This design comes from an exercise in tuning for small area and a short achievable clock period on the open sky130 flow, not from production work.
In this exercise RTL edits were held to simulation tests only and were not proved equivalent to the original.
Power figures rest on the tool's default switching activity, not on a simulated workload.

[flow/flow/run.sh]
#!/bin/bash
# Standard layout, with the port buffers made from the smallest buffer cell
# and a clock tree without dummy balancing loads.
set -euo pipefail
bash standard.sh "BUFFER_PORTS_ARGS=-buffer_cell sky130_fd_sc_hd__buf_1" \
	"CTS_ARGS=-sink_clustering_enable -repair_clock_nets -dont_use_dummy_load -buf_list sky130_fd_sc_hd__clkbuf_8" \
	finish > flow.log 2>&1
[flow/design.v]
module color_identify(
	input	[15:0]	img_data,
	output			hit
);
function rge;	 
	input [12:0] a, k;
	integer j; reg g;
	begin
		g = 1'b1;
		for (j = 0; j < 13; j = j + 1)
			g = k[j] ? (a[j] & g) : (a[j] | g);
		rge = g;
	end
endfunction
wire [7:0] R = {img_data[15:11], img_data[13:11]};
wire [7:0] G = {img_data[10:5],  img_data[6:5]};
wire [7:0] B = {img_data[4:0],   img_data[2:0]};
wire [7:0] Gn = ~G, Rn = ~R;
genvar i;
wire [8:0] cx, cy; wire [8:0] dx, dy;
assign dx[0] = ~(B[0] ^ Gn[0]);	assign cx[1] = B[0] | Gn[0];
assign dy[0] = ~(G[0] ^ Rn[0]);	assign cy[1] = G[0] | Rn[0];
generate for (i = 1; i < 8; i = i + 1) begin : g_xy
	fa_c fx (.a(B[i]), .b(Gn[i]), .ci(cx[i]), .s(dx[i]), .co(cx[i+1]));
	fa_c fy (.a(G[i]), .b(Rn[i]), .ci(cy[i]), .s(dy[i]), .co(cy[i+1]));
end endgenerate
assign dx[8] = cx[8]; assign dy[8] = cy[8];
wire        inr = dx[8] & ~dx[7] & dy[8] & ~dy[7];
wire [6:0]  x = dx[6:0], y = dy[6:0];
wire [8:0] u1; wire [8:0] cu1;
assign u1[0] = x[0];
ha_c hu1 (.a(x[1]), .b(x[0]), .s(u1[1]), .co(cu1[2]));
generate for (i = 2; i < 7; i = i + 1) begin : g_u1
	fa_c f (.a(x[i]), .b(x[i-1]), .ci(cu1[i]), .s(u1[i]), .co(cu1[i+1]));
end endgenerate
ha_c hu7 (.a(x[6]), .b(cu1[7]), .s(u1[7]), .co(u1[8]));
wire [9:0] u; wire [9:0] cu;
ha_c hu0 (.a(u1[0]), .b(y[0]), .s(u[0]), .co(cu[1]));
generate for (i = 1; i < 7; i = i + 1) begin : g_u
	fa_c f (.a(u1[i]), .b(y[i]), .ci(cu[i]), .s(u[i]), .co(cu[i+1]));
end endgenerate
ha_c hu8 (.a(u1[7]), .b(cu[7]), .s(u[7]), .co(cu[8]));
ha_c hu9 (.a(u1[8]), .b(cu[8]), .s(u[8]), .co(u[9]));
wire [9:0] w1; wire [9:0] cw1;
assign w1[0] = 1'b0; assign w1[1] = y[0];
ha_c hw2 (.a(y[1]), .b(y[0]), .s(w1[2]), .co(cw1[3]));
generate for (i = 3; i < 8; i = i + 1) begin : g_w1
	fa_c f (.a(y[i-1]), .b(y[i-2]), .ci(cw1[i]), .s(w1[i]), .co(cw1[i+1]));
end endgenerate
ha_c hw8 (.a(y[6]), .b(cw1[8]), .s(w1[8]), .co(w1[9]));
wire [10:0] w; wire [10:0] cw;
assign w[0] = x[0];
ha_c hwa (.a(w1[1]), .b(x[1]), .s(w[1]), .co(cw[2]));
generate for (i = 2; i < 7; i = i + 1) begin : g_w
	fa_c f (.a(w1[i]), .b(x[i]), .ci(cw[i]), .s(w[i]), .co(cw[i+1]));
end endgenerate
ha_c hw7 (.a(w1[7]), .b(cw[7]), .s(w[7]), .co(cw[8]));
ha_c hw9 (.a(w1[8]), .b(cw[8]), .s(w[8]), .co(cw[9]));
ha_c hwb (.a(w1[9]), .b(cw[9]), .s(w[9]), .co(w[10]));
assign hit = inr & rge({3'd0,u}, 13'd132) & ~rge({3'd0,u}, 13'd318) & rge({2'd0,w}, 13'd193) & ~rge({2'd0,w}, 13'd577);
endmodule
module fa_c(input a, input b, input ci, output s, output co);
assign {co, s} = a + b + ci;
endmodule
module ha_c(input a, input b, output s, output co);
assign {co, s} = a + b;
endmodule
module position(
	input				clk,
	input				rst_n,
	input				vs,		 
	input				mv,		 
	input				mv_prev,	 
	input				hit,	 
	output	reg	[10:0]	x_coor,
	output	reg	[9:0]	y_coor,
	output	reg			coor_valid
);
reg  [10:0] col;	 
reg  [9:0]  line;	 
reg         run;	 
reg  [15:0] n;		 
reg  [52:0] z;		 
genvar i;
wire        col_inc = mv | ~col[6];
wire [11:0] col_c;
wire [10:0] col_s;
assign col_c[0] = col_inc;
generate for (i = 0; i < 11; i = i + 1) begin : g_col
	assign {col_c[i+1], col_s[i]} = col[i] + col_c[i];
end endgenerate
wire        line_end = mv_prev & ~mv;	 
wire [10:0] line_c;
wire [9:0]  line_s;
assign line_c[0] = line_end;
generate for (i = 0; i < 10; i = i + 1) begin : g_line
	assign {line_c[i+1], line_s[i]} = line[i] + line_c[i];
end endgenerate
wire [16:0] n_c;
wire [15:0] n_s;
assign n_c[0] = hit;
generate for (i = 0; i < 16; i = i + 1) begin : g_n
	assign {n_c[i+1], n_s[i]} = n[i] + n_c[i];
end endgenerate
wire [26:0] ax = {16'd0, col & {11{hit}}};
wire [25:0] ay = {16'd0, line & {10{hit}}};
wire [27:0] sx_c;
wire [26:0] sx;
wire [26:0] sy_c;
wire [25:0] sy;
assign sx_c[0] = 1'b0;
assign sy_c[0] = hit & (|col[10:1]);
generate for (i = 0; i < 27; i = i + 1) begin : g_sx
	assign {sx_c[i+1], sx[i]} = z[26+i] + ax[i] + sx_c[i];
end endgenerate
generate for (i = 0; i < 26; i = i + 1) begin : g_sy
	assign {sy_c[i+1], sy[i]} = z[i] + ay[i] + sy_c[i];
end endgenerate
wire [16:0] p = z[52:36];
wire [16:0] nb = ~{1'b0, n};
wire [17:0] dc;		 
wire [16:0] diff;
assign dc[0] = 1'b1;
generate for (i = 0; i < 17; i = i + 1) begin : g_div
	assign {dc[i+1], diff[i]} = p[i] + nb[i] + dc[i];
end endgenerate
wire        xstep = ~col[6] & ~col[5] & ~col[4] & (~col[3] | (~col[2] & ~(col[1] & col[0])));	 
wire        ystep = ~col[6] & ((~col[5] & col[4] & col[3] & (col[2] | (col[1] & col[0])))	 
				| (col[5] & ~col[4] & ~col[3] & (~col[2] | (~col[1] & ~col[0]))));			 
wire        step  = xstep | ystep;
wire        q     = step & dc[17];
wire [15:0] top   = q ? diff[15:0] : p[15:0];
wire        valid = (|n[15:12]) | (&n[11:7] & (n[6] | n[5]));	 
always @(posedge clk) begin
	col <= (mv | vs) ? col_s : 11'd0;
	line <= (vs | ~run) ? 10'd0 : line_s;
	n <= ((vs & col[6]) | ~run) ? 16'd0 : n_s;
end
always @(posedge clk or negedge rst_n) begin
	if (!rst_n) begin
		run <= 1'b0;
		z <= 53'd0;
		x_coor <= 11'd0;
		y_coor <= 10'd0;
		coor_valid <= 1'b0;
	end else begin
		run <= 1'b1;
		z <= vs ? {top, z[35:0], 1'b0} : {sx, sy};
		if (vs & ~col[6])
			coor_valid <= valid;
		if (vs & valid & step)
			{x_coor, y_coor} <= {x_coor[9:0], y_coor, q};
	end
end
endmodule
module color_tracker(
	input			clk,
	input			rst_n,
	input			vsync,
	input			de,
	input	[15:0]	rgb,
	output			mask_valid,
	output			mask,
	output	[10:0]	x_coor,
	output	[9:0]	y_coor,
	output			coor_valid
);
reg  [15:0] rgb_r;
reg  de_r, mv, hit_o, vs;
wire hit_c;
color_identify color_identify (
	.img_data	(rgb_r),
	.hit		(hit_c)
);
always @(posedge clk) begin
	rgb_r <= rgb;
end
always @(posedge clk or negedge rst_n) begin
	if (!rst_n) begin
		de_r <= 1'b0;
		mv   <= 1'b0;
		hit_o <= 1'b0;
		vs   <= 1'b0;
	end else begin
		de_r <= de;
		mv   <= de_r;
		hit_o <= hit_c;		 
		vs   <= vsync;
	end
end
position position (
	.clk		(clk),
	.rst_n		(rst_n),
	.vs			(vs),
	.mv			(de_r),
	.mv_prev	(mv),
	.hit		(de_r & hit_c),
	.x_coor		(x_coor),
	.y_coor		(y_coor),
	.coor_valid	(coor_valid)
);
assign mask_valid = mv;
assign mask       = hit_o;
endmodule
[flow/constraint.sdc]
create_clock -name core_clock -period 95.0 [get_ports {clk}]
set_input_delay 19.0000 -clock core_clock [delete_from_list [all_inputs] [get_ports {clk}]]
set_output_delay 19.0000 -clock core_clock [all_outputs]
set_load 0.01 [all_outputs]
[flow/standard.sh]
#!/bin/bash
# synth_recipe.tcl (not shown) runs the flow's synth.tcl, then flattens the netlist and writes it again
# the make line also repeats each setting of config.mk as NAME=value (left out here)
make -C /OpenROAD-flow-scripts/flow DESIGN_CONFIG=/design/flow/config.mk WORK_HOME=/design/flow/orfs CLKGATE_MAP_FILE= SYNTH_SCRIPT=/design/flow/synth_recipe.tcl "${@:-finish}"
[flow/config.mk]
export PLATFORM = sky130hd
export DESIGN_NAME = color_tracker
export DESIGN_NICKNAME = color_tracker
export VERILOG_FILES = /design/flow/design.v
export SDC_FILE = /design/flow/constraint.sdc
export NUM_CORES = 4
export LEC_CHECK = 0
export CAP_MARGIN = 20
export CORE_MARGIN = 2
export CORE_UTILIZATION = 40
export SLEW_MARGIN = 20
export SYNTH_HIERARCHICAL = 1
export SYNTH_MINIMUM_KEEP_SIZE = 0
==> impl_results.md, run 1 <==
- Routed length per instance: between 10 and 15 um
- Max Slew Vio Count: 0
- GR Util All Layers: 13.3%
- Mapped Nets: 725
- Post-synthesis sequential element count: 133
- Sequential area share after synthesis: around two fifths
- Initial DRC Count: 106
- Vias/cell: roughly 4.8
- Worst EP arrival: ~1 ns
- Critical path's largest stage delay: 0.40 ns
- Vias in the first global route: between 4000 and 5000
- First-pass GRT wire length: 20800 um
- Total vias in the final route: 3952
- Status: timing/DRC/antenna clean
- Setup_tns: 0 ns
- Final hold vios: 0
- Tcrit/Tclk final: 21.0%
- Worst-path clk slew: 0.06 ns
- GR Overflow Total: 0
- CORE AREA: 18000 um^2
- Die ar.: approximately 20000 um^2
- Cells after Synth: 556
- Ys async rst share: 60.2%
- Post-synth top area cell: dfrtp_1
- Placement Cell Area: 7760 um^2
- Relative slew slack: 31.4%
- Library cells used by synthesis: 43
- Crit path required time: 76.00 ns
- DRC violations left: 0
- P&R area growth vs syn: 8.46%
- Clk_skew: 0.0161 ns
- RSZ-0062 raised after global routing: no
- Most frequent cells in the layout: ha_1 (79), dfrtp_1 (79), fa_1 (70), dfxtp_1 (53), and2_1 (48)
- Initial antenna violation count: 0
- Setup CP Type: flip-flop to output pin
- Crit-path slowest cell: dfrtp_1
- Ys flop type: dfrtp_1
- Top-area cell type share of the netlist area: 27.1%
- Worst-Margin Slew: a little over 1 ns
- R2R cell count: 48
- Largest net degree at the start of global routing: 81
- Final nets: 773
- Synth Cell Area: roughly 7400 um^2
- # hold bufs at CTS: 0
- Tmin final: 19.99 ns
- Buf/Inv on CP: 1
- Row cnt: 49
- Die width: 140 um
- Number of synthesized flops with an enable pin: 0
- Total power: 0.000142 W
- Max VDD drop: 0.0134 mV
- I/O pin cnt: 44
- CTS tree: built
- Worst setup EP type: output pin
- Leakage: 4.05 nW
- Clock Latency Late Sink: 0.44 ns
- Worst-path cell chain: buf_1
- First drt pass iteration count: 4
- Worst Path Max Fanout: 3
- Final core utilization: ~44%
- Startpoint Class: flip-flop
- Clock sinks: approximately 130
- CP delay by family, top: flip-flops
- Ant diodes: 0
- Max Freq: 0.0500 GHz
- Most area-consuming cells after synthesis: dfrtp_1 (27%), fa_1 (19%), dfxtp_1 (14%)
- WHS Path Cells: 0
- Min-Delay Path Class: flip-flop to flip-flop
- # setup viols final: 0
- # port buffers: 43
- Root Buffer: clkbuf_8
- Final Cell Area: 8010 um^2
- Longest Clk Path Bufs: 2
- Worst R2R Setup Slack: roughly 82 ns
- Post-CTS resize count: 0
- Clock H-tree levels: 4
- Yosys Warn Count: 9
- Layout cells sized above 1: 12.8%
- Power density over the cells: 17.8 nW/um^2
- Synthesized area per cell: 13.3 um^2
- Final ANT Viol Nets: 0
- WP depth: 1
- Die H: between 100 and 150 um
- Initial Util: about two fifths
- Total wire length: 11500 um
- Hold slack: between 0.4 and 0.5 ns
- Max-cap violations: 0
- GP Congestion: 0.793
- CTS Buf Count: 17
- Setup Fix Bufs, Post-CTS: 0
- Post-DP HPWL: 8640 um
cell families (layout without fill, tap and decap cells):
group           Yosys count  count (layout)  synth area share (%)
fa+ha+maj               149             149                  32.4
flops                   133             133                  41.5
simple gates            112             112                  8.53
mux                      69              69                  10.4
buf+inv                  54             100                  3.17
compound gates           33              33                  3.41
xor+xnor                  5               5                 0.593
other cells               1               1                0.0508
Yosys cell counts, types with 2 or more instances:
library cell	n
mux2i_1	8
o21a_1	10
nand2_1	16
nor2b_1	14
a21oi_2	9
xor2_1	2
fa_1	70
and2_1	48
buf_4	2
nand4b_1	2
mux2_2	42
nor2_1	16
mux2_1	19
dfxtp_1	53
buf_2	4
inv_1	37
dfrtp_1	80
a31oi_1	2
nand3b_1	2
nand2b_1	4
xnor2_1	3
clkbuf_1	8
nor4_1	3
a21oi_1	2
o21ai_0	4
ha_1	79
sequential cells by signal, indices dropped and copies added, names as in the netlist, 10 cells and up:
name and cells:
position.z 53, position.n 16, rgb_r 16, position.col 11
position.x_coor 11, position.line 10, position.y_coor 10
layer usage:
layer,GRT usage [%],wire length (um)
met5,0,0
met4,4.74,159
met3,3.68,364
met2,22.1,5640
met1,16.8,5300
modules after synthesis (local to each module, per instance):
module,cell area [um^2],copies in the design
color_identify,201,1
color_tracker,427,1
fa_c,20.0,35
ha_c,12.5,11
position,5920,1
through the flow:
stage	instances	worst slack, ns
2_1_floorplan	556	75.61
3_5_place_dp	814	74.85
4_1_cts	831	74.97
3_3_place_gp	814	74.92
6_report	831	75.01
5_1_grt	831	74.93
final cells by class:
| type | count | area, um^2 |
|---|---|---|
| Timing Repair Buffer | 46 | 191 |
| Inverter | 37 | 139 |
| Sequential cell | 133 | 3060 |
| Clock buffer | 17 | 234 |
| Multi-Input combinational cell | 369 | 4090 |
| Tap cell | 229 | 287 |
| Fill cell | 1637 | 10000 |
report_power, final:
part	switching [W]	internal, W	total [W]	leakage (nW)
combinational	0.0000228	0.0000206	0.0000434	2.43
clock	0.0000180	0.0000157	0.0000337	0.122
sequential	0.00000394	0.0000612	0.0000651	1.49
path summary, 6_finish.rpt:
| path | startpoint | endpoint |
|---|---|---|
| max reg2reg | rgb_r[5] | position.z[52] |
| min in group asynchronous | rst_n | position.z[41] |
| max in group asynchronous | rst_n | vs |
| min | de_r | mv |
| min reg2reg | de_r | mv |
| max | position.x_coor[4] | x_coor[4] |
==> run 2, diff against run 1 <==
==> flow/flow/run.sh (replaced) <==
#!/bin/bash
# Standard layout, with the port buffers made from the smallest buffer cell
# and a clock tree without dummy balancing loads.
set -euo pipefail
bash standard.sh "BUFFER_PORTS_ARGS=-buffer_cell sky130_fd_sc_hd__buf_1" \
	"CTS_ARGS=-repair_clock_nets -dont_use_dummy_load -buf_list sky130_fd_sc_hd__clkbuf_4" \
	finish > flow.log 2>&1
--- a/flow/config.mk
+++ b/flow/config.mk
@@ -7,7 +7,8 @@
 export LEC_CHECK = 0
 export CAP_MARGIN = 20
 export CORE_MARGIN = 2
-export CORE_UTILIZATION = 40
+export CORE_UTILIZATION = 70
+export PLACE_DENSITY = 0.8
 export SLEW_MARGIN = 20
 export SYNTH_HIERARCHICAL = 1
 export SYNTH_MINIMUM_KEEP_SIZE = 0
==> run 2 against run 1 <==
Maximum frequency shrank 0.41%. Final cell count shrank 11%. Utilization up 32 points. Die area down 42%. Hold slack improved by 0.011 ns. Design area decreased by 2.5%. Combinational power about the same. Setup slack worse by 0.082 ns. Area after synthesis stayed put. Count of clock-buffer cells in the layout stayed put. Largest power group unchanged. Synthesized cell count is the same. Flip-flop and latch count did not move.
==> impl_results.md, run 2 <==
- Setup Fix Bufs, Post-CTS: 0 (unchanged)
- Worst setup EP type: output pin
- Clock Latency Late Sink: 0.52 ns (+0.08 ns)
- # setup viols final: 0 (unchanged)
- Tmin final: 20.07 ns (+0.0820 ns)
- Top-area cell type share of the netlist area: 27.1% (unchanged)
- RSZ-0062 raised after global routing: no
- Initial Util: 71.8% (+31 points)
- Die ar.: 11400 um^2 (-42%)
- P&R area growth vs syn: 5.75%
- Setup_tns: 0 ns (unchanged)
- Die width: 107 um (-24%)
- CTS tree: built
- Most area-consuming cells after synthesis: dfrtp_1 (27%), fa_1 (19%), dfxtp_1 (14%)
- Ys async rst share: 60.2% (unchanged)
- # port buffers: 43 (unchanged)
- Largest net degree at the start of global routing: 81 (unchanged)
- Status: timing/DRC/antenna clean
- CTS Buf Count: 17 (unchanged)
- Placed insts: 721 (-11%)
- Leakage: 4.01 nW (-0.82%)
- Worst Path Max Fanout: 3 (unchanged)
- Crit path required time: 76.00 ns (about the same)
- Synth cell count leaders: dfrtp_1 (80), ha_1 (79), fa_1 (70), dfxtp_1 (53), and2_1 (48)
- Sequential share of power: 48.7% (+2.9 points)
- Initial DRC Count: 116 (+9.4%)
- Combinational share of power: 32.6% (+2.1 points)
- CORE AREA: 10300 um^2 (-43%)
- Layout cells sized above 1: 12.8% (-0.021 points)
- Relative slew slack: 24.0% (-7.4 points)
- Post-synthesis sequential element count: 133 (unchanged)
- Synth Cell Area: 7380 um^2 (unchanged)
- # hold bufs at CTS: 0 (unchanged)
- P_int: 0.0000901 W (-7.6%)
- Total wire length: 10700 um (-6.5%)
- Cells after Synth: 556 (unchanged)
- Hold slack: 0.497 ns (+0.0107 ns)
- Post-CTS resize count: 0 (unchanged)
- Worst-Margin Slew: 1.14 ns (+0.110 ns)
- First-pass GRT wire length: 18900 um (-8.7%)
- Sw frac: 32.4% (+0.95 points)
- Final ANT Viol Nets: 0 (unchanged)
- Max reg flops: 53 (unchanged)
- Clock H-tree levels: 4 (unchanged)
- Worst-path cell chain: buf_1
- Buf/Inv on CP: 1 (unchanged)
- Critical path's largest stage delay: 0.39 ns (about the same)
- Die H: 107 um (-24%)
- Clk_skew: 0.0314 ns (+0.0153 ns)
- Max Slew Vio Count: 0 (unchanged)
- Biggest regs: position.z x53, position.n x16, rgb_r x16
- GR Util All Layers: 21.6% (+8.3 points)
- Library cells used by synthesis: 43 (unchanged)
- Sequential area share after synthesis: 41.5% (unchanged)
- Final core utilization: 76.0% (+32 points)
- Row cnt: 37 (-24%)
- Most frequent cells in the layout: ha_1 (79), dfrtp_1 (79), fa_1 (70), dfxtp_1 (53), and2_1 (48)
- Setup CP Type: flip-flop to output pin
- Startpoint Class: flip-flop
- DRC violations left: 0 (unchanged)
- Yosys Warn Count: 9 (unchanged)
- Longest Clk Path Bufs: 2 (unchanged)
- GR Overflow Total: 0 (unchanged)
- Number of synthesized flops with an enable pin: 0 (unchanged)
- Fillers: 690 (-58%)
- Worst R2R Setup Slack: 81.82 ns (+0.03 ns)
- Non-Filler Instances: 740 (-11%)
- Footprint of the multi-input gates: 4090 um^2 (about the same)
- Worst-path clk slew: 0.11 ns (+0.05 ns)
- Max VDD drop: 0.0121 mV (-10%)
- Mapped Nets: 725 (unchanged)
- Final hold vios: 0 (unchanged)
- CP delay by family, top: flip-flops
- Max-cap violations: 0 (unchanged)
- Total vias in the final route: 3999 (+1.2%)
- Crit-path slowest cell: dfrtp_1
- Post-synth top area cell: dfrtp_1
- Psw: 0.0000432 W (-3.5%)
- First drt pass iteration count: 4 (unchanged)
- Top-count cell post-synth: dfrtp_1
- Max Freq: 0.0498 GHz (-0.41%)
- Worst EP arrival: 1.07 ns (+0.08 ns)
- Final nets: 774 (+0.13%)
- Post-DP HPWL: 8060 um (-6.6%)
- Total power: 0.000133 W (-6.3%)
- Routed length per instance: 14.5 um (+5.0%)
- Clock sinks: 133 (unchanged)
- Initial antenna violation count: 1 (+1)
- Register Area: 3060 um^2 (unchanged)
- Power density over the cells: 17.1 nW/um^2 (-3.9%)
- Tcrit/Tclk final: 21.1% (+0.086 points)
- Vias in the first global route: 4346 (-2.1%)
- Clock power share: 18.6% (-5.1 points)
- Largest Register: position.z
- Synthesized area per cell: 13.3 um^2 (unchanged)
- Root Buffer: clkbuf_4
- Vias/cell: 5.40 (+14%)
- Min-Delay Path Class: flip-flop to flip-flop
- Ys flop type: dfrtp_1
- I/O pin cnt: 44 (unchanged)
- GP Congestion: 0.769 (-3.0%)
[run 2: cell counts after synthesis]
No cell type changed its count.
[run 2: power groups by stage]
stage	clock (W)	combinational (W)	sequential, W
3_3_place_gp	0	0.0000408	0.0000659
3_5_place_dp	0	0.0000435	0.0000662
5_1_grt	0.0000279	0.0000504	0.0000657
6_report	0.0000248	0.0000435	0.0000649
2_1_floorplan	0	0.0000353	0.0000652
4_1_cts	0.0000258	0.0000440	0.0000650
[run 2: path summary, 6_finish.rpt]
check | from | to | cells past startpoint
max | position.x_coor[2] | x_coor[2] | 1
min | position.x_coor[10] | position.x_coor[10] | 1
max reg2reg | rgb_r[5] | position.z[52] | 48
min reg2reg | position.x_coor[10] | position.x_coor[10] | 1
max in group asynchronous | rst_n | hit_o | 3
min in group asynchronous | rst_n | position.z[1] | 2
[run 2: cell type report]
type                       count  share of cell area [%]
antenna                        1                  0.0321
tap                          136                    2.18
multi-input combinational    369                    52.4
clock buffer                  17                    1.63
timing repair buffer          47                    2.76
inverter                      37                    1.78
sequential                   133                    39.3
[run 2: logic make-up (layout without fill, tap and decap cells)]
kind of cell / count (synthesis) / count (layout) / synth area share [%]
AOI/OAI and AO/OA: 33 / 33 / 3.41
xor gates and xnor gates: 5 / 5 / 0.593
adders and majority gates: 149 / 149 / 32.4
buffers and inverters: 54 / 101 / 3.17
DFF: 133 / 133 / 41.5
muxes: 69 / 69 / 10.4
other: 1 / 2 / 0.0508
and+or+nand+nor: 112 / 112 / 8.53
[run 2: Yosys stat by module, one instance, submodules excluded]
module | times used | flops+latches | cell area, um^2 | cells inside
color_identify | 1 | 0 | 201 | 36
color_tracker | 1 | 20 | 427 | 21
fa_c | 35 | 0 | 20.0 | 1
ha_c | 11 | 0 | 12.5 | 1
position | 1 | 113 | 5920 | 453
[run 2: through the flow]
stage | area [um^2] | worst slack, ns
floorplan | 7380 | 75.61
global route | 7810 | 74.84
finish | 7810 | 74.93
CTS | 7780 | 74.88
detailed placement | 7650 | 74.92
global placement | 7650 | 74.96
[run 2: per-layer routing]
layer / wire length [um] / share of wire [%] / vias up / track usage (%)
met2: 5560 / 52 / 45 / 37.2
li1: - / - / 1936 / -
met4: 268 / 2.5 / 0 / 9.55
met5: 0 / 0 / - / 0
met1: 4660 / 43 / 1997 / 26.3
met3: 235 / 2.2 / 21 / 4.62
==> run 3, diff against run 2 <==
==> flow/flow/run.sh (replaced) <==
#!/bin/bash
# Standard layout, with the port buffers made from the smallest buffer cell
# and a clock tree without dummy balancing loads.
set -euo pipefail
bash standard.sh "BUFFER_PORTS_ARGS=-buffer_cell sky130_fd_sc_hd__buf_1" \
	"CTS_ARGS=-sink_clustering_enable -repair_clock_nets -dont_use_dummy_load -buf_list sky130_fd_sc_hd__clkbuf_4" \
	finish > flow.log 2>&1
==> run 3 against run 2 <==
Sequential power about the same. Still clean on timing, DRC and antenna. Hold slack unchanged. Final cell count unchanged. Synthesized cell count unchanged. Via count unchanged. Count of clock-buffer cells in the layout unchanged. Combinational power about the same. Clock power about the same.
==> impl_results.md, run 3 <==
- # setup viols final: 0 (unchanged)
- Top-area cell type share of the netlist area: 27.1% (unchanged)
- Non-Filler Instances: 740 (unchanged)
- Final nets: 774 (unchanged)
- Final Cell Area: 7810 um^2 (unchanged)
- Clock power share: 18.6% (about the same)
- CTS tree: built
- GR Overflow Total: 0 (unchanged)
- Final core utilization: 76.0% (unchanged)
- Sequential share of power: 48.7% (about the same)
- Power density over the cells: 17.1 nW/um^2 (unchanged)
- Max VDD drop: 0.0121 mV (unchanged)
- Cells after Synth: 556 (unchanged)
- Sequential area share after synthesis: 41.5% (unchanged)
- Total vias in the final route: 3999 (unchanged)
- Initial antenna violation count: 1 (unchanged)
- Critical path's largest stage delay: 0.39 ns (about the same)
- CP delay by family, top: flip-flops
- Placement Cell Area: 7650 um^2 (unchanged)
- Die width: 107 um (unchanged)
- Max-cap violations: 0 (unchanged)
- Final hold vios: 0 (unchanged)
- Root Buffer: clkbuf_4
- Yosys Warn Count: 9 (unchanged)
- Tmin final: 20.07 ns (unchanged)
- Worst R2R Setup Slack: 81.82 ns (about the same)
- Setup Fix Bufs, Post-CTS: 0 (unchanged)
- Worst-Margin Slew: 1.14 ns (unchanged)
- I/O pin cnt: 44 (unchanged)
- Worst setup EP type: output pin
- CORE AREA: 10300 um^2 (unchanged)
- P&R area growth vs syn: 5.75% (unchanged)
- Max reg flops: 53 (unchanged)
- Post-DP HPWL: 8060 um (unchanged)
- Worst EP arrival: 1.07 ns (about the same)
- Relative slew slack: 24.0% (unchanged)
- First drt pass iteration count: 4 (unchanged)
- Die H: 107 um (unchanged)
- Worst-path cell chain: buf_1
- Startpoint Class: flip-flop
- Layout cells sized above 1: 12.8% (unchanged)
- Clk_skew: 0.0314 ns (unchanged)
- Vias in the first global route: 4346 (unchanged)
- Sw frac: 32.4% (unchanged)
- Synth Cell Area: 7380 um^2 (unchanged)
- Ys flop type: dfrtp_1
- Die ar.: 11400 um^2 (unchanged)
- Largest Register: position.z
- Max Freq: 0.0498 GHz (unchanged)
- Post-synth top area cell: dfrtp_1
- Top-count cell post-synth: dfrtp_1
- Post-synthesis sequential element count: 133 (unchanged)
- Clock sinks: 133 (unchanged)
- Longest Clk Path Bufs: 2 (unchanged)
- Number of synthesized flops with an enable pin: 0 (unchanged)
- Clock Latency Late Sink: 0.52 ns (about the same)
- Setup CP Type: flip-flop to output pin
- Final ANT Viol Nets: 0 (unchanged)
- Worst-path clk slew: 0.11 ns (about the same)
- Leakage: 4.01 nW (unchanged)
- Post-CTS resize count: 0 (unchanged)
- Total wire length: 10700 um (unchanged)
- CTS Buf Count: 17 (unchanged)
- Worst Path Max Fanout: 3 (unchanged)
- # port buffers: 43 (unchanged)
- Synthesized area per cell: 13.3 um^2 (unchanged)
- Placed insts: 721 (unchanged)
- Crit-path slowest cell: dfrtp_1
- Ys async rst share: 60.2% (unchanged)
- Mapped Nets: 725 (unchanged)
- Tcrit/Tclk final: 21.1% (unchanged)
- Largest net degree at the start of global routing: 81 (unchanged)
- Library cells used by synthesis: 43 (unchanged)
- Combinational share of power: 32.6% (about the same)
- Max Slew Vio Count: 0 (unchanged)
- P_int: 0.0000901 W (unchanged)
- First-pass GRT wire length: 18900 um (unchanged)
- DRC violations left: 0 (unchanged)
- Vias/cell: 5.40 (unchanged)
- Row cnt: 37 (unchanged)
- Min-Delay Path Class: flip-flop to flip-flop
- Initial DRC Count: 116 (unchanged)
- # hold bufs at CTS: 0 (unchanged)
- Psw: 0.0000432 W (unchanged)
- GP Congestion: 0.769 (unchanged)
- Synth cell count leaders: dfrtp_1 (80), ha_1 (79), fa_1 (70), dfxtp_1 (53), and2_1 (48)
- Routed length per instance: 14.5 um (unchanged)
- Crit path required time: 76.00 ns (about the same)
- Most frequent cells in the layout: ha_1 (79), dfrtp_1 (79), fa_1 (70), dfxtp_1 (53), and2_1 (48)
- Initial Util: 71.8% (unchanged)
- Biggest regs: position.z x53, position.n x16, rgb_r x16
- Status: timing/DRC/antenna clean
- Most area-consuming cells after synthesis: dfrtp_1 (27%), fa_1 (19%), dfxtp_1 (14%)
- RSZ-0062 raised after global routing: no
- GR Util All Layers: 21.6% (unchanged)
- Setup_tns: 0 ns (unchanged)
- Clock H-tree levels: 4 (unchanged)
- Buf/Inv on CP: 1 (unchanged)
==> run 3: power by group through the flow <==
stage	clock, W	sequential (W)	combinational (W)
final	0.0000248	0.0000649	0.0000435
after CTS	0.0000258	0.0000650	0.0000440
after global placement	0	0.0000659	0.0000408
after floorplan	0	0.0000652	0.0000353
after detailed placement	0	0.0000662	0.0000435
after global routing	0.0000279	0.0000657	0.0000504
==> run 3: final cells by class <==
type | count | area, um^2
Tap cell | 136 | 170
Sequential cell | 133 | 3060
Fill cell | 690 | 2470
Clock buffer | 17 | 128
Inverter | 37 | 139
Multi-Input combinational cell | 369 | 4090
Antenna cell | 1 | 2.50
Timing Repair Buffer | 47 | 215
==> run 3: path summary, 6_finish.rpt <==
check | start | endpoint | depth (start not counted)
hold / removal | position.x_coor[10] | position.x_coor[10] | 1
setup reg to reg | rgb_r[5] | position.z[52] | 48
setup / recovery | position.x_coor[2] | x_coor[2] | 1
hold reg to reg | position.x_coor[10] | position.x_coor[10] | 1
max in group asynchronous | rst_n | hit_o | 3
min in group asynchronous | rst_n | position.z[1] | 2
==> run 3: Yosys stat by module, one instance, submodules excluded <==
module          cells inside  flip-flops and latches  cell area, um^2  times used
ha_c                       1                       0             12.5          11
color_tracker             21                      20              427           1
position                 453                     113             5920           1
color_identify            36                       0              201           1
fa_c                       1                       0             20.0          35
==> run 3: per-stage QoR <==
step | hold slack [ns] | worst slack (ns) | power (W)
finish | 0.497 | 74.93 | 0.000133
global route | 0.512 | 74.84 | 0.000144
CTS | 0.494 | 74.88 | 0.000135
detailed placement | 0.464 | 74.92 | 0.000110
global placement | 0.466 | 74.96 | 0.000107
floorplan | 0.400 | 75.61 | 0.000100
==> run 3: logic make-up after synthesis <==
kind of cell | after synthesis | synth area share (%)
flip-flops | 133 | 41.5
AND/OR/NAND/NOR | 112 | 8.53
XOR/XNOR | 5 | 0.593
AO/OA/AOI/OAI | 33 | 3.41
other | 1 | 0.0508
multiplexers | 69 | 10.4
buffers and inverters | 54 | 3.17
adder cells (fa/ha/maj) | 149 | 32.4
==> run 3: metal layers <==
layer / GRT usage (%) / up-vias / wire (um)
met2: 37.2 / 45 / 5560
met1: 26.3 / 1997 / 4660
met3: 4.62 / 21 / 235
met4: 9.55 / 0 / 268
li1: - / 1936 / -
met5: 0 / - / 0
==> run 4, diff against run 3 <==
--- a/flow/config.mk
+++ b/flow/config.mk
@@ -8,6 +8,8 @@
 export CAP_MARGIN = 20
 export CORE_MARGIN = 2
 export CORE_UTILIZATION = 70
+export GPL_ROUTABILITY_DRIVEN = 0
+export GPL_TIMING_DRIVEN = 0
 export PLACE_DENSITY = 0.8
 export SLEW_MARGIN = 20
 export SYNTH_HIERARCHICAL = 1
==> run 4 against run 3 <==
Hold slack improved by 0.0064 ns. Total power increased by 1.9%. Final cell count increased by 1.9%. Wire length increased by 16%. Clock skew decreased by 0.0027 ns. Global-route usage increased by 4.0 points. Sequential share of layout area decreased by 0.43 points. Largest power group unchanged.
==> impl_results.md, run 4 <==
- Synth cell count leaders: dfrtp_1 (80), ha_1 (79), fa_1 (70), dfxtp_1 (53), and2_1 (48)
- Number of synthesized flops with an enable pin: 0 (unchanged)
- Routed length per instance: 16.5 um (+14%)
- Most area-consuming cells after synthesis: dfrtp_1 (27%), fa_1 (19%), dfxtp_1 (14%)
- Initial antenna violation count: 0 (-1)
- CP delay by family, top: flip-flops
- Max Freq: 0.0497 GHz (-0.19%)
- CTS Buf Count: 17 (unchanged)
- Most frequent cells in the layout: dfrtp_1 (80), ha_1 (79), fa_1 (70), dfxtp_1 (53), and2_1 (48)
- Biggest regs: position.z x53, position.n x16, rgb_r x16
- Largest Register: position.z
- Status: timing/DRC/antenna clean
- Leakage: 4.06 nW (+1.2%)
- Post-DP HPWL: 9820 um (+22%)
- Worst setup EP type: output pin
- Ys flop type: dfrtp_1
- Fillers: 671 (-2.8%)
- Mapped Nets: 725 (unchanged)
- Power density over the cells: 17.2 nW/um^2 (+0.85%)
- Tmin final: 20.11 ns (+0.0387 ns)
- I/O pin cnt: 44 (unchanged)
- Ys async rst share: 60.2% (unchanged)
- Most common cell after layout, fill and taps aside: dfrtp_1
- Vias in the first global route: 4710 (+8.4%)
- # setup viols final: 0 (unchanged)
- Mux share of post-synthesis cell area: 10.4% (unchanged)
- P&R area growth vs syn: 6.88%
- Top-count cell post-synth: dfrtp_1
- CTS tree: built
- Setup Fix Bufs, Post-CTS: 0 (unchanged)
- Worst-path cell chain: buf_1
- Post-Synth Adder-Cell Area: 32.4% (unchanged)
- Synth Cell Area: 7380 um^2 (unchanged)
- Largest family of logic cells by synthesized area: adder cells
- Cells after Synth: 556 (unchanged)
- Max VDD drop: 0.0149 mV (+24%)
- Total wire length: 12400 um (+16%)
- Synth Area in Compound Gates: 3.41% (unchanged)
- Post-synthesis xor/xnor area fraction: 0.593% (unchanged)
- # port buffers: 43 (unchanged)
- Max-cap violations: 0 (unchanged)
- Tcrit/Tclk final: 21.2% (+0.041 points)
- First-pass GRT wire length: 22100 um (+17%)
- Final hold vios: 0 (unchanged)
- Die H: 107 um (unchanged)
- Post-CTS resize count: 0 (unchanged)
- Largest net degree at the start of global routing: 33 (-59%)
- Sequential area share after synthesis: 41.5% (unchanged)
- Layout cells sized above 1: 13.1% (+0.34 points)
- Yosys Warn Count: 9 (unchanged)
- Worst EP arrival: 1.11 ns (+0.04 ns)
- Post-synth top area cell: dfrtp_1
- Clock Latency Late Sink: 0.54 ns (+0.02 ns)
- GR Overflow Total: 0 (unchanged)
- Die width: 107 um (unchanged)
- Top-area cell type share of the netlist area: 27.1% (unchanged)
- Max Slew Vio Count: 0 (unchanged)
- Max reg flops: 53 (unchanged)
- Critical path's largest stage delay: 0.41 ns (+0.02 ns)
- Register Area: 3060 um^2 (about the same)
- Die ar.: 11400 um^2 (unchanged)
- Setup CP Type: flip-flop to output pin
- GR Util All Layers: 25.6% (+4.0 points)
- Final core utilization: 76.8% (+0.82 points)
- Post-Synth Simple-Gate Area: 8.53% (unchanged)
- Total vias in the final route: 4214 (+5.4%)
- Clock H-tree levels: 4 (unchanged)
- Setup_tns: 0 ns (unchanged)
- Final ANT Viol Nets: 0 (unchanged)
- Initial DRC Count: 150 (+29%)
- Footprint of the multi-input gates: 4090 um^2 (about the same)
- Library cells used by synthesis: 43 (unchanged)
- Row cnt: 37 (unchanged)
- Worst-Margin Slew: 0.737 ns (-0.401 ns)
- CORE AREA: 10300 um^2 (unchanged)
- Post-synthesis sequential element count: 133 (unchanged)
- Buf/Inv on CP: 1 (unchanged)
- Relative slew slack: 50.9% (+27 points)
- First drt pass iteration count: 6 (+2)
- Initial Util: 71.8% (unchanged)
- Min-Delay Path Class: flip-flop to flip-flop
- Final nets: 789 (+1.9%)
- Clk_skew: 0.0286 ns (-0.00274 ns)
- Startpoint Class: flip-flop
- RSZ-0062 raised after global routing: no
- # hold bufs at CTS: 0 (unchanged)
- Worst-path clk slew: 0.10 ns (about the same)
- Ant diodes: 0 (-1)
- DRC violations left: 0 (unchanged)
- Clock sinks: 133 (unchanged)
- Synthesized area per cell: 13.3 um^2 (unchanged)
- Crit-path slowest cell: dfrtp_1
- Root Buffer: clkbuf_4
- Longest Clk Path Bufs: 2 (unchanged)
- Worst Path Max Fanout: 3 (unchanged)
- Vias/cell: 5.59 (+3.4%)
- Crit path required time: 76.00 ns (about the same)
-- run 4: cell count changes in the layout (fill, tap and decap cells not counted) --
cell / previous run / this run
nor2_2: 1 / 0
clkbuf_4: 18 / 17
dfrtp_1: 79 / 80
buf_1: 42 / 43
buf_6: 0 / 1
buf_4: 3 / 2
buf_2: 0 / 5
diode_2: 1 / 0
buf_8: 0 / 1
buf_12: 0 / 1
dfrtp_2: 1 / 0
nor2_1: 15 / 16
clkbuf_1: 0 / 8
-- run 4: Yosys stat by module, one instance, submodules excluded --
module | times used | area [um^2] | cells
ha_c | 11 | 12.5 | 1
position | 1 | 5920 | 453
color_identify | 1 | 201 | 36
fa_c | 35 | 20.0 | 1
color_tracker | 1 | 427 | 21
-- run 4: per-stage QoR --
stage / total power (W) / hold WS (ns) / instance area (um^2) / std cells / setup WS, ns
5_1_grt: 0.000147 / 0.531 / 7890 / 754 / 74.82
3_5_place_dp: 0.000113 / 0.483 / 7760 / 737 / 75.08
6_report: 0.000136 / 0.503 / 7890 / 754 / 74.89
4_1_cts: 0.000137 / 0.506 / 7890 / 754 / 74.85
3_3_place_gp: 0.000108 / 0.467 / 7710 / 735 / 71.79
2_1_floorplan: 0.000100 / 0.400 / 7380 / 556 / 75.61
-- run 4: power breakdown --
| group | switching (W) | total, W | internal, W |
|---|---|---|---|
| Clock | 0.0000167 | 0.0000248 | 0.00000815 |
| Sequential | 0.00000401 | 0.0000651 | 0.0000611 |
| Combinational | 0.0000242 | 0.0000459 | 0.0000218 |
| Total | 0.0000448 | 0.000136 | 0.0000910 |
-- run 4: layer usage --
layer  wire length, um  vias to the layer above  GRT usage (%)
li1                  -                     1974              -
met1              5420                     2141           32.4
met2              6340                       67           42.8
met3               347                       32           5.35
met4               343                        0           11.5
met5                 0                        -              0
-- run 4: cells by family after synthesis --
| kind of cell | after synthesis |
|---|---|
| compound gates | 33 |
| xor+xnor | 5 |
| fa+ha+maj | 149 |
| buf+inv | 54 |
| flops | 133 |
| mux | 69 |
| other cells | 1 |
| simple gates | 112 |
-- run 4: worst paths after layout --
| check | startpoint | to | slack, ns | cells after the start |
|---|---|---|---|---|
| max | position.x_coor[3] | x_coor[3] | 74.89 | 1 |
| min | position.z[16] | position.z[17] | 0.50 | 1 |
| max reg2reg | rgb_r[5] | position.z[24] | 81.82 | 46 |
| min reg2reg | position.z[16] | position.z[17] | 0.50 | 1 |
| max in group asynchronous | rst_n | position.z[32] | 75.68 | 3 |
| min in group asynchronous | rst_n | position.z[8] | 18.51 | 1 |
-- run 4: area by class of cell --
| cell class | count | share of cell area [%] |
|---|---|---|
| Buffer | 17 | 1.21 |
| Clock buffer | 17 | 1.62 |
| Inverter | 37 | 1.76 |
| Multi-Input combinational cell | 369 | 51.8 |
| Sequential cell | 133 | 38.8 |
| Tap cell | 136 | 2.16 |
| Timing Repair Buffer | 45 | 2.66 |
==> run 5, diff against run 4 <==
==> flow/flow/run.sh (replaced) <==
#!/bin/bash
# Standard layout, with the port buffers made from the smallest buffer cell
# and a clock tree without dummy balancing loads.
set -euo pipefail
bash standard.sh "BUFFER_PORTS_ARGS=-buffer_cell sky130_fd_sc_hd__buf_1" \
	"CTS_ARGS=-sink_clustering_enable -repair_clock_nets -dont_use_dummy_load -buf_list sky130_fd_sc_hd__clkbuf_4 -root_buf sky130_fd_sc_hd__clkbuf_8" \
	finish > flow.log 2>&1
--- a/flow/config.mk
+++ b/flow/config.mk
@@ -8,8 +8,6 @@
 export CAP_MARGIN = 20
 export CORE_MARGIN = 2
 export CORE_UTILIZATION = 70
-export GPL_ROUTABILITY_DRIVEN = 0
-export GPL_TIMING_DRIVEN = 0
 export PLACE_DENSITY = 0.8
 export SLEW_MARGIN = 20
 export SYNTH_HIERARCHICAL = 1
==> run 5 against run 4 <==
Combinational power decreased by 5.0%. Wire length is 13% lower. Via count down 5.2%. Area after synthesis unchanged. Critical endpoint is now x_coor[2]. Largest cell class unchanged.
==> impl_results.md, run 5 <==
- Initial Util: 71.8% (unchanged)
- Clock Latency Late Sink: 0.41 ns (-0.13 ns)
- Max-cap violations: 0 (unchanged)
- CP delay by family, top: flip-flops
- Met2 Use GR: 37.3% (-5.5 points)
- Post-synthesis sequential element count: 133 (unchanged)
- Layout cells sized above 1: 12.8% (-0.34 points)
- Ys async rst share: 60.2% (unchanged)
- Power density over the cells: 17.1 nW/um^2 (-0.41%)
- Ys flop type: dfrtp_1
- Buf/Inv on CP: 1 (unchanged)
- Tcrit/Tclk final: 21.0% (-0.16 points)
- Setup slack at placement: 74.92 ns (-0.165 ns)
- Worst R2R Setup Slack: 81.80 ns (-0.02 ns)
- Startpoint Class: flip-flop
- Max VDD drop: 0.0121 mV (-19%)
- I/O pin cnt: 44 (unchanged)
- Worst Path Max Fanout: 3 (unchanged)
- Crit-path slowest cell: dfrtp_1
- Total wire length: 10800 um (-13%)
- Placed insts: 721 (-2.2%)
- Die ar.: 11400 um^2 (unchanged)
- Hold Crit Start: position.x_coor[10]
- GR Overflow Total: 0 (unchanged)
- Crit path required time: 76.00 ns (about the same)
- Final core utilization: 76.0% (-0.78 points)
- Clock H-tree levels: 4 (unchanged)
- Worst reg2reg path startpoint: rgb_r[5]
- CORE AREA: 10300 um^2 (unchanged)
- R2R cell count: 48 (+4.3%)
- Placement Cell Area: 7650 um^2 (-1.5%)
- First-pass GRT wire length: 19000 um (-14%)
- Synth cell count leaders: dfrtp_1 (80), ha_1 (79), fa_1 (70), dfxtp_1 (53), and2_1 (48)
- Critical path's largest stage delay: 0.39 ns (-0.02 ns)
- # port buffers: 43 (unchanged)
- Cells after Synth: 556 (unchanged)
- Min-Delay Path Class: flip-flop to flip-flop
- Die width: 107 um (unchanged)
- Fillers: 690 (+2.8%)
- Number of synthesized flops with an enable pin: 0 (unchanged)
- Largest net degree at the start of global routing: 81 (+150%)
- Most area-consuming cells after synthesis: dfrtp_1 (27%), fa_1 (19%), dfxtp_1 (14%)
- Clk_skew: 0.0321 ns (+0.00348 ns)
- Worst-path clk slew: 0.11 ns (about the same)
- Leakage: 4.02 nW (-1.1%)
- Library cells used by synthesis: 43 (unchanged)
- Grt met3 use: 4.62% (-0.73 points)
- Biggest regs: position.z x53, position.n x16, rgb_r x16
- # setup viols final: 0 (unchanged)
- Worst Setup SP: position.x_coor[2]
- Longest Clk Path Bufs: 2 (unchanged)
- Final ANT Viol Nets: 0 (unchanged)
- Initial DRC Count: 106 (-29%)
- First drt pass iteration count: 4 (-2)
- Relative slew slack: 25.0% (-26 points)
- RSZ-0062 raised after global routing: no
- Mapped Nets: 725 (unchanged)
- Max Slew Vio Count: 0 (unchanged)
- DRC violations left: 0 (unchanged)
- Worst EP arrival: 0.96 ns (-0.15 ns)
- Post-DP HPWL: 8060 um (-18%)
- Setup Fix Bufs, Post-CTS: 0 (unchanged)
- Critical R2R Capture: position.z[52]
- Die H: 107 um (unchanged)
- Root Buffer: clkbuf_8
- CTS Buf Count: 17 (unchanged)
- Worst-path cell chain: buf_1
- Setup_tns: 0 ns (unchanged)
- Final hold vios: 0 (unchanged)
- Final Cell Area: 7810 um^2 (-1.0%)
- CTS tree: built
- Post-CTS resize count: 0 (unchanged)
- P&R area growth vs syn: 5.80%
- Synth Cell Area: 7380 um^2 (unchanged)
- PnR worst setup slack: 75.04 ns (+0.150 ns)
- Tmin final: 19.96 ns (-0.150 ns)
- Setup CP Type: flip-flop to output pin
- Non-Filler Instances: 739 (-2.0%)
- Total vias in the final route: 3993 (-5.2%)
- # hold bufs at CTS: 0 (unchanged)
- Yosys Warn Count: 9 (unchanged)
- Top-area cell type share of the netlist area: 27.1% (unchanged)
- Worst hold endpoint: position.x_coor[10]
- Vias/cell: 5.40 (-3.3%)
- M1 GR Usage: 26.3% (-6.0 points)
- GR Util All Layers: 21.6% (-4.0 points)
- Status: timing/DRC/antenna clean
- Max reg flops: 53 (unchanged)
- Max Freq: 0.0501 GHz (+0.75%)
- Most frequent cells in the layout: ha_1 (79), dfrtp_1 (79), fa_1 (70), dfxtp_1 (53), and2_1 (48)
- Sequential area share after synthesis: 41.5% (unchanged)
- Post-synth top area cell: dfrtp_1
- Row cnt: 37 (unchanged)
- Clock sinks: 133 (unchanged)
- Largest Register: position.z
- WHS Path Cells: 1 (unchanged)
- Ant diodes: 0 (unchanged)
- Layer with the highest usage: met2
- GP Congestion: a little under 0.8
- Worst setup EP type: output pin
- Final nets: 774 (-1.9%)
- Initial antenna violation count: 0 (unchanged)
- Vias in the first global route: 4346 (-7.7%)
- Worst-Margin Slew: 1.12 ns (+0.386 ns)
- Top-count cell post-synth: dfrtp_1
- Synthesized area per cell: 13.3 um^2 (unchanged)
- Routed length per instance: 14.6 um (-12%)
-- run 5: area by class of cell --
cell class                      instances  area [um^2]  share of cell area, %
Timing Repair Buffer                   47          215                   2.76
Inverter                               37          139                   1.78
Sequential cell                       133         3060                   39.2
Tap cell                              136          170                   2.18
Clock buffer                           17          134                   1.71
Multi-Input combinational cell        369         4090                   52.3
-- run 5: stage by stage --
stage                     total power [W]  hold WS (ns)
after CTS                        0.000135         0.494
after detailed placement         0.000110         0.464
after global placement           0.000107         0.466
after floorplan                  0.000100         0.400
final                            0.000134         0.496
after global routing             0.000145         0.511
-- run 5: kinds of logic (layout without fill, tap and decap cells) --
kind of cell | count (synthesis) | count (layout) | synth area share, %
buf+inv | 54 | 101 | 3.17
compound gates | 33 | 33 | 3.41
other cells | 1 | 1 | 0.0508
flops | 133 | 133 | 41.5
xor+xnor | 5 | 5 | 0.593
simple gates | 112 | 112 | 8.53
fa+ha+maj | 149 | 149 | 32.4
mux | 69 | 69 | 10.4
-- run 5: routing by layer --
layer	vias up	routed length [um]
met2	45	5590
li1	1935	-
met4	0	237
met3	18	247
met5	-	0
met1	1995	4700
-- run 5: power by group --
group / total, W / internal (W) / leakage [nW] / switching [W]
registers: 0.0000650 / 0.0000611 / 1.49 / 0.00000389
logic: 0.0000436 / 0.0000209 / 2.44 / 0.0000227
clock network: 0.0000254 / 0.00000878 / 0.0808 / 0.0000166
total: 0.000134 / 0.0000907 / 4.02 / 0.0000432
-- run 5: worst max-delay path by stage --
stage | endpoint | slack (ns) | cells past startpoint
2_1_floorplan | x_coor[2] | 75.61 | 0
3_3_place_gp | vs | 74.96 | 2
3_5_place_dp | vs | 74.92 | 2
4_1_cts | y_coor[0] | 75.00 | 1
5_1_grt | y_coor[0] | 74.97 | 1
6_report | x_coor[2] | 75.04 | 1
-- run 5: per-module statistics from Yosys (local to each module, per instance) --
module,cells,area [um^2],flip-flops and latches
ha_c,1,12.5,0
color_identify,36,201,0
color_tracker,21,427,20
position,453,5920,113
fa_c,1,20.0,0
==> run 6, diff against run 5 <==
--- a/flow/design.v
+++ b/flow/design.v
@@ -27,36 +27,37 @@
 assign dx[8] = cx[8]; assign dy[8] = cy[8];
 wire        inr = dx[8] & ~dx[7] & dy[8] & ~dy[7];
 wire [6:0]  x = dx[6:0], y = dy[6:0];
-wire [8:0] u1; wire [8:0] cu1;
-assign u1[0] = x[0];
-ha_c hu1 (.a(x[1]), .b(x[0]), .s(u1[1]), .co(cu1[2]));
-generate for (i = 2; i < 7; i = i + 1) begin : g_u1
-	fa_c f (.a(x[i]), .b(x[i-1]), .ci(cu1[i]), .s(u1[i]), .co(cu1[i+1]));
-end endgenerate
-ha_c hu7 (.a(x[6]), .b(cu1[7]), .s(u1[7]), .co(u1[8]));
+wire [7:0] us, uc;		 
+ha_c cu0 (.a(x[0]), .b(y[0]), .s(us[0]), .co(uc[1]));
+generate for (i = 1; i < 7; i = i + 1) begin : g_uc
+	fa_c f (.a(x[i]), .b(x[i-1]), .ci(y[i]), .s(us[i]), .co(uc[i+1]));
+end endgenerate
+assign us[7] = x[6];
 wire [9:0] u; wire [9:0] cu;
-ha_c hu0 (.a(u1[0]), .b(y[0]), .s(u[0]), .co(cu[1]));
-generate for (i = 1; i < 7; i = i + 1) begin : g_u
-	fa_c f (.a(u1[i]), .b(y[i]), .ci(cu[i]), .s(u[i]), .co(cu[i+1]));
-end endgenerate
-ha_c hu8 (.a(u1[7]), .b(cu[7]), .s(u[7]), .co(cu[8]));
-ha_c hu9 (.a(u1[8]), .b(cu[8]), .s(u[8]), .co(u[9]));
-wire [9:0] w1; wire [9:0] cw1;
-assign w1[0] = 1'b0; assign w1[1] = y[0];
-ha_c hw2 (.a(y[1]), .b(y[0]), .s(w1[2]), .co(cw1[3]));
-generate for (i = 3; i < 8; i = i + 1) begin : g_w1
-	fa_c f (.a(y[i-1]), .b(y[i-2]), .ci(cw1[i]), .s(w1[i]), .co(cw1[i+1]));
-end endgenerate
-ha_c hw8 (.a(y[6]), .b(cw1[8]), .s(w1[8]), .co(w1[9]));
+assign u[0] = us[0];
+ha_c hu1 (.a(us[1]), .b(uc[1]), .s(u[1]), .co(cu[2]));
+generate for (i = 2; i < 8; i = i + 1) begin : g_u
+	fa_c f (.a(us[i]), .b(uc[i]), .ci(cu[i]), .s(u[i]), .co(cu[i+1]));
+end endgenerate
+assign u[8] = cu[8];
+assign u[9] = 1'b0;
+wire [8:0] ws, wc;		 
+assign ws[0] = x[0];
+ha_c cw1 (.a(x[1]), .b(y[0]), .s(ws[1]), .co(wc[2]));
+fa_c cw2 (.a(x[2]), .b(y[1]), .ci(y[0]), .s(ws[2]), .co(wc[3]));
+generate for (i = 3; i < 7; i = i + 1) begin : g_wc
+	fa_c f (.a(x[i]), .b(y[i-1]), .ci(y[i-2]), .s(ws[i]), .co(wc[i+1]));
+end endgenerate
+ha_c cw7 (.a(y[6]), .b(y[5]), .s(ws[7]), .co(wc[8]));
+assign ws[8] = y[6];
 wire [10:0] w; wire [10:0] cw;
-assign w[0] = x[0];
-ha_c hwa (.a(w1[1]), .b(x[1]), .s(w[1]), .co(cw[2]));
-generate for (i = 2; i < 7; i = i + 1) begin : g_w
-	fa_c f (.a(w1[i]), .b(x[i]), .ci(cw[i]), .s(w[i]), .co(cw[i+1]));
-end endgenerate
-ha_c hw7 (.a(w1[7]), .b(cw[7]), .s(w[7]), .co(cw[8]));
-ha_c hw9 (.a(w1[8]), .b(cw[8]), .s(w[8]), .co(cw[9]));
-ha_c hwb (.a(w1[9]), .b(cw[9]), .s(w[9]), .co(w[10]));
+assign w[1:0] = ws[1:0];
+ha_c hw2 (.a(ws[2]), .b(wc[2]), .s(w[2]), .co(cw[3]));
+generate for (i = 3; i < 9; i = i + 1) begin : g_w
+	fa_c f (.a(ws[i]), .b(wc[i]), .ci(cw[i]), .s(w[i]), .co(cw[i+1]));
+end endgenerate
+assign w[9] = cw[9];
+assign w[10] = 1'b0;
 assign hit = inr & rge({3'd0,u}, 13'd132) & ~rge({3'd0,u}, 13'd318) & rge({2'd0,w}, 13'd193) & ~rge({2'd0,w}, 13'd577);
 endmodule
 module fa_c(input a, input b, input ci, output s, output co);
==> run 6 against run 5 <==
Still clean. Critical path depth unchanged. Register-to-register slack worse by 0.32 ns. Non-clock buffer count shrank 2. Hold slack got worse by 0.036 ns. Die area decreased by 0.32%. Global-route usage rose by 0.82 points. Critical path type unchanged. Largest cell class unchanged.
==> impl_results.md, run 6 <==
- Startpoint Class: flip-flop
- # hold bufs at CTS: 0 (unchanged)
- CTS Buf Count: 17 (unchanged)
- Largest net degree at the start of global routing: 81 (unchanged)
- Post-synthesis sequential element count: 133 (unchanged)
- Buf/Inv on CP: 1 (unchanged)
- Setup CP Type: flip-flop to output pin
- Most common cell after layout, fill and taps aside: dfrtp_1
- Top-area cell type share of the netlist area: 27.2% (+0.092 points)
- Die ar.: 11300 um^2 (-0.32%)
- Initial antenna violation count: 0 (unchanged)
- # setup viols final: 0 (unchanged)
- Tmin final: 19.96 ns (+0.000400 ns)
- Max Slew Vio Count: 0 (unchanged)
- GR Util All Layers: 22.4% (+0.82 points)
- Most area-consuming cells after synthesis: dfrtp_1 (27%), fa_1 (20%), dfxtp_1 (14%)
- Setup Fix Bufs, Post-CTS: 0 (unchanged)
- Worst-path clk slew: 0.10 ns (about the same)
- Worst EP arrival: 0.96 ns (about the same)
- Routed length per instance: 15.0 um (+2.6%)
- Ant diodes: 0 (unchanged)
- CORE AREA: 10300 um^2 (unchanged)
- Critical path's largest stage delay: 0.41 ns (+0.02 ns)
- Worst-Margin Slew: 1.01 ns (-0.115 ns)
- Max VDD drop: 0.0143 mV (+19%)
- I/O pin cnt: 44 (unchanged)
- Longest Clk Path Bufs: 2 (unchanged)
- DRC violations left: 0 (unchanged)
- P&R area growth vs syn: 5.65%
- Fillers: 710 (+2.9%)
- Initial Util: 71.6% (-0.24 points)
- Final nets: 759 (-1.9%)
- Post-DP HPWL: 8130 um (+0.82%)
- Synth cell count leaders: dfrtp_1 (80), ha_1 (73), fa_1 (72), mux2_2 (63), dfxtp_1 (53)
- DRT met1 WL: 4710 um (+0.13%)
- Sequential area share after synthesis: 41.6% (+0.14 points)
- Vias/cell: 5.43 (+0.47%)
- Final ANT Viol Nets: 0 (unchanged)
- Setup_tns: 0 ns (unchanged)
- Cells after Synth: 545 (-2.0%)
- Post-synth top area cell: dfrtp_1
- Met2 wire len: 5670 um (+1.5%)
- Total vias in the final route: 3952 (-1.0%)
- Synth Cell Area: 7360 um^2 (-0.34%)
- Vias in the first global route: 4346 (unchanged)
- Relative slew slack: 32.7% (+7.7 points)
- WL met3: 338 um (+37%)
- Library cells used by synthesis: 42 (-2.3%)
- Max reg flops: 53 (unchanged)
- GP Congestion: 0.776 (+0.91%)
- Mapped Nets: 710 (-2.1%)
- Most frequent cells in the layout: dfrtp_1 (79), ha_1 (73), fa_1 (72), mux2_2 (63), dfxtp_1 (53)
- Max-cap violations: 0 (unchanged)
- CTS tree: built
- First-pass GRT wire length: 19400 um (+2.2%)
- Row cnt: 37 (unchanged)
- Status: timing/DRC/antenna clean
- # port buffers: 43 (unchanged)
- Root Buffer: clkbuf_8
- Clk_skew: 0.0234 ns (-0.00870 ns)
- Synthesized area per cell: 13.5 um^2 (+1.7%)
- Register Area: 3060 um^2 (unchanged)
- Max Freq: 0.0501 GHz (about the same)
- First drt pass iteration count: 4 (unchanged)
- Ys async rst share: 60.2% (unchanged)
- Yosys Warn Count: 9 (unchanged)
- Leakage: 3.92 nW (-2.4%)
- Final Cell Area: 7770 um^2 (-0.48%)
- Layout cells sized above 1: 16.4% (+3.6 points)
- Top-count cell post-synth: dfrtp_1
- Power density over the cells: 17.8 nW/um^2 (+3.8%)
- Placement Cell Area: 7610 um^2 (-0.49%)
- Top layer in use: met4
- Tcrit/Tclk final: 21.0% (about the same)
- Clock Latency Late Sink: 0.42 ns (about the same)
- Worst-path cell chain: buf_1
- Clock sinks: 133 (unchanged)
- Biggest regs: position.z x53, position.n x16, rgb_r x16
- CP delay by family, top: flip-flops
- Crit-path slowest cell: dfrtp_1
- Largest Register: position.z
- Worst Path Max Fanout: 3 (unchanged)
- Total wire length: 10900 um (+1.0%)
- Ys flop type: dfrtp_1
- Die width: 107 um (-0.16%)
- Die H: 107 um (-0.16%)
- Final hold vios: 0 (unchanged)
- Clock H-tree levels: 4 (unchanged)
- Initial DRC Count: 139 (+31%)
- Number of synthesized flops with an enable pin: 0 (unchanged)
- Crit path required time: 76.00 ns (about the same)
- Post-CTS resize count: 0 (unchanged)
- GR Overflow Total: 0 (unchanged)
- Worst setup EP type: output pin
- RSZ-0062 raised after global routing: no
- Min-Delay Path Class: flip-flop to flip-flop
- Footprint of the multi-input gates: 4070 um^2 (-0.55%)
-- run 6: modules after synthesis, one instance, submodules excluded --
module | cell area (um^2) | cells | flip-flops and latches | times used
ha_c | 12.5 | 1 | 0 | 5
color_identify | 196 | 35 | 0 | 1
color_tracker | 427 | 21 | 20 | 1
fa_c | 20.0 | 1 | 0 | 37
position | 5930 | 447 | 113 | 1
-- run 6: kinds of logic after synthesis --
kind of cell	Yosys count	synth area share (%)
fa+ha+maj	145	32.0
flops	133	41.6
simple gates	107	8.52
mux	73	11.1
buf+inv	52	3.11
compound gates	29	3.03
xor+xnor	5	0.595
other cells	1	0.0510
-- run 6: area by class of cell --
type	count	share of cell area, %
clock buffers	17	1.72
inverters	37	1.79
flip-flops and latches	133	39.4
multi-input cells	360	52.3
well taps	136	2.19
repair buffers	45	2.58
-- run 6: final timing paths --
| kind | cells past startpoint | to | from | slack, ns |
|---|---|---|---|---|
| min in group asynchronous | 1 | vs | rst_n | 18.46 |
| setup reg to reg | 48 | position.z[52] | rgb_r[5] | 81.48 |
| setup / recovery | 1 | y_coor[1] | position.y_coor[1] | 75.04 |
| hold / removal | 0 | mv | de_r | 0.46 |
| max in group asynchronous | 2 | position.z[5] | rst_n | 75.95 |
| hold reg to reg | 0 | mv | de_r | 0.46 |
-- run 6: metrics by stage --
stage | util (%) | setup slack [ns] | cells | hold WS (ns) | power (W)
final | 75.6 | 75.04 | 728 | 0.461 | 0.000138
after global routing | 75.6 | 74.96 | 728 | 0.504 | 0.000151
after CTS | 75.4 | 75.00 | 727 | 0.479 | 0.000140
after detailed placement | 74.1 | 74.91 | 710 | 0.459 | 0.000115
after global placement | 74.1 | 74.95 | 710 | 0.464 | 0.000110
after floorplan | - | 75.61 | 545 | 0.400 | 0.000104
-- run 6: routing by layer --
metal,vias to the layer above,track usage (%)
met5,-,0
met4,0,8.63
met3,17,5.70
met2,46,37.6
met1,1985,28.2
li1,1904,-
-- run 6: report_power, final --
group | switching, W | internal, W
registers | 0.00000516 | 0.0000624
logic | 0.0000232 | 0.0000220
clock network | 0.0000167 | 0.00000877
==> run 7, diff against run 6 <==
--- a/flow/config.mk
+++ b/flow/config.mk
@@ -5,10 +5,10 @@
 export SDC_FILE = /design/flow/constraint.sdc
 export NUM_CORES = 4
 export LEC_CHECK = 0
-export CAP_MARGIN = 20
+export CAP_MARGIN = 0
 export CORE_MARGIN = 2
 export CORE_UTILIZATION = 70
 export PLACE_DENSITY = 0.8
-export SLEW_MARGIN = 20
+export SLEW_MARGIN = 0
 export SYNTH_HIERARCHICAL = 1
 export SYNTH_MINIMUM_KEEP_SIZE = 0
==> run 7 against run 6 <==
Still clean. Die area did not move. Non-clock buffer count fell by 1. Critical path depth did not move. Critical endpoint is now x_coor[1].
==> impl_results.md, run 7 <==
- Longest Clk Path Bufs: 2 (unchanged)
- Ant diodes: 0 (unchanged)
- Most area-consuming cells after synthesis: dfrtp_1 (27%), fa_1 (20%), dfxtp_1 (14%)
- Tmin final: 19.96 ns (+0.00130 ns)
- Worst Path Max Fanout: 3 (unchanged)
- Sequential area share after synthesis: 41.6% (unchanged)
- DRC violations left: 0 (unchanged)
- Die H: 107 um (unchanged)
- Synth Cell Area: 7360 um^2 (unchanged)
- Synthesized area per cell: 13.5 um^2 (unchanged)
- Worst hold endpoint: mv
- Layout cells sized above 1: 16.2% (-0.14 points)
- Power density over the cells: 17.8 nW/um^2 (+0.15%)
- Setup_tns: 0 ns (unchanged)
- Clock power share: 18.5% (about the same)
- R2R cell count: 44 (-8.3%)
- Top-count cell post-synth: dfrtp_1
- Post-CTS resize count: 0 (unchanged)
- Most common cell after layout, fill and taps aside: dfrtp_1
- Vias/cell: 5.40 (-0.47%)
- Post-synth top area cell: dfrtp_1
- Setup slack at placement: 74.91 ns (unchanged)
- # hold bufs at CTS: 0 (unchanged)
- CTS tree: built
- Max Slew Vio Count: 0 (unchanged)
- Ys flop type: dfrtp_1
- Sequential share of power: 48.9% (about the same)
- Worst R2R Setup Slack: 81.49 ns (about the same)
- # port buffers: 43 (unchanged)
- WHS Path Cells: 0 (unchanged)
- Max reg flops: 53 (unchanged)
- Final hold vios: 0 (unchanged)
- Setup CP Type: flip-flop to output pin
- Biggest regs: position.z x53, position.n x16, rgb_r x16
- Post-synthesis sequential element count: 133 (unchanged)
- Row cnt: 37 (unchanged)
- Psw: 0.0000449 W (-0.30%)
- Sw frac: 32.6% (about the same)
- Total vias in the final route: 3928 (-0.61%)
- Final nets: 758 (-0.13%)
- Ys async rst share: 60.2% (unchanged)
- Clock sinks: 133 (unchanged)
- Post-DP HPWL: 8130 um (unchanged)
- Grt met3 use: 5.70% (unchanged)
- Non-Filler Instances: 727 (-0.14%)
- Worst EP arrival: 0.96 ns (about the same)
- Status: timing/DRC/antenna clean
- GR Util All Layers: 22.4% (unchanged)
- Final ANT Viol Nets: 0 (unchanged)
- Critical R2R Capture: position.z[24]
- Crit path required time: 76.00 ns (about the same)
- Worst-Margin Slew: 1.08 ns (+0.0703 ns)
- CORE AREA: 10300 um^2 (unchanged)
- Placed insts: 710 (unchanged)
- Cells after Synth: 545 (unchanged)
- Min-Delay Path Class: flip-flop to flip-flop
- Leakage: 3.91 nW (-0.33%)
- Max-cap violations: 0 (unchanged)
- Die width: 107 um (unchanged)
- Clk_skew: 0.0228 ns (-0.000634 ns)
- Met2 Use GR: 37.6% (unchanged)
- Tcrit/Tclk final: 21.0% (about the same)
- Max Freq: 0.0501 GHz (about the same)
- Synth cell count leaders: dfrtp_1 (80), ha_1 (73), fa_1 (72), mux2_2 (63), dfxtp_1 (53)
- GR Overflow Total: 0 (unchanged)
- Yosys Warn Count: 9 (unchanged)
- Layer with the highest usage: met2
- Worst reg2reg path startpoint: rgb_r[5]
- Initial DRC Count: 101 (-27%)
- First-pass GRT wire length: 19400 um (unchanged)
- Routed length per instance: 14.9 um (-0.60%)
[run 7: cell count changes in the layout (fill, tap and decap cells not counted)]
| cell | change |
|---|---|
| buf_16 | -1 |
| buf_4 | -1 |
| clkbuf_4 | +1 |
[run 7: worst max path at each step]
stage / endpoint / slack, ns / cells past startpoint
after floorplan: x_coor[0] / 75.61 / 0
after global placement: vs / 74.95 / 1
after detailed placement: vs / 74.91 / 1
after CTS: y_coor[7] / 75.00 / 1
after global routing: x_coor[1] / 74.96 / 1
final: x_coor[1] / 75.04 / 1
[run 7: per-module statistics from Yosys, one instance, submodules excluded]
| module | copies in the design | flops+latches | cells |
|---|---|---|---|
| color_identify | 1 | 0 | 35 |
| color_tracker | 1 | 20 | 21 |
| fa_c | 37 | 0 | 1 |
| ha_c | 5 | 0 | 1 |
| position | 1 | 113 | 447 |
[run 7: metrics by stage]
stage	total power, W	instance area (um^2)	hold WS, ns	utilization (%)
final	0.000138	7740	0.459	75.4
after global routing	0.000150	7740	0.504	75.4
after CTS	0.000140	7740	0.479	75.4
after detailed placement	0.000115	7610	0.459	74.1
after global placement	0.000110	7610	0.464	74.1
after floorplan	0.000104	7360	0.400	-
[run 7: layer usage]
metal / part of all wire (%) / routed length, um
met1: 44 / 4750
met2: 51 / 5550
met3: 3.1 / 337
met4: 1.6 / 170
met5: 0 / 0
[run 7: cell families after synthesis]
kind of cell | count (synthesis) | share of synthesized area [%]
compound gates | 29 | 3.03
xor+xnor | 5 | 0.595
fa+ha+maj | 145 | 32.0
buf+inv | 52 | 3.11
flops | 133 | 41.6
mux | 73 | 11.1
other cells | 1 | 0.0510
simple gates | 107 | 8.52
[run 7: layout make-up]
| class | count | area, um^2 |
|---|---|---|
| Multi-Input combinational cell | 360 | 4070 |
| Sequential cell | 133 | 3060 |
| Fill cell | 712 | 2530 |
| Timing Repair Buffer | 44 | 173 |
| Tap cell | 136 | 170 |
| Inverter | 37 | 139 |
| Clock buffer | 17 | 134 |
[run 7: power groups by stage]
stage               sequential [W]  combinational, W  clock [W]
floorplan                0.0000675         0.0000365          0
global placement         0.0000684         0.0000416          0
detailed placement       0.0000688         0.0000459          0
CTS                      0.0000676         0.0000460  0.0000267
global route             0.0000685         0.0000528  0.0000290
finish                   0.0000675         0.0000449  0.0000255

[port drivers added, routing unchanged]
The flow's constraints put no driver on any port. The routed layouts listed below were extracted and timed again, unchanged, in two steps. Step 1 assumes that a clkbuf_16 drives the clock port and a buf_2 every other input. Step 2 times the ports against the registers' clock, not the clock port: input delays grow and output delays shrink by t, the midpoint of the rising clock arrivals with the driver on. Slacks: ideal ports / drivers / drivers and shift; pairs: ideal ports / drivers.
run | shift t [ns] | setup slack, ns
run 1 | 0.468 | 75.010 / 74.972 / 75.295
run 2 | 0.542 | 74.928 / 74.891 / 75.388
run 3 | 0.542 | 74.928 / 74.891 / 75.388
run 4 | 0.559 | 74.890 / 74.854 / 75.133
run 5 | 0.429 | 75.040 / 75.005 / 75.378
run 6 | 0.443 | 75.039 / 75.001 / 75.444
run 7 | 0.445 | 75.038 / 75.000 / 75.058
After both steps setup and hold are still met in every run listed. The worst setup slack also covers recovery checks on asynchronous resets.
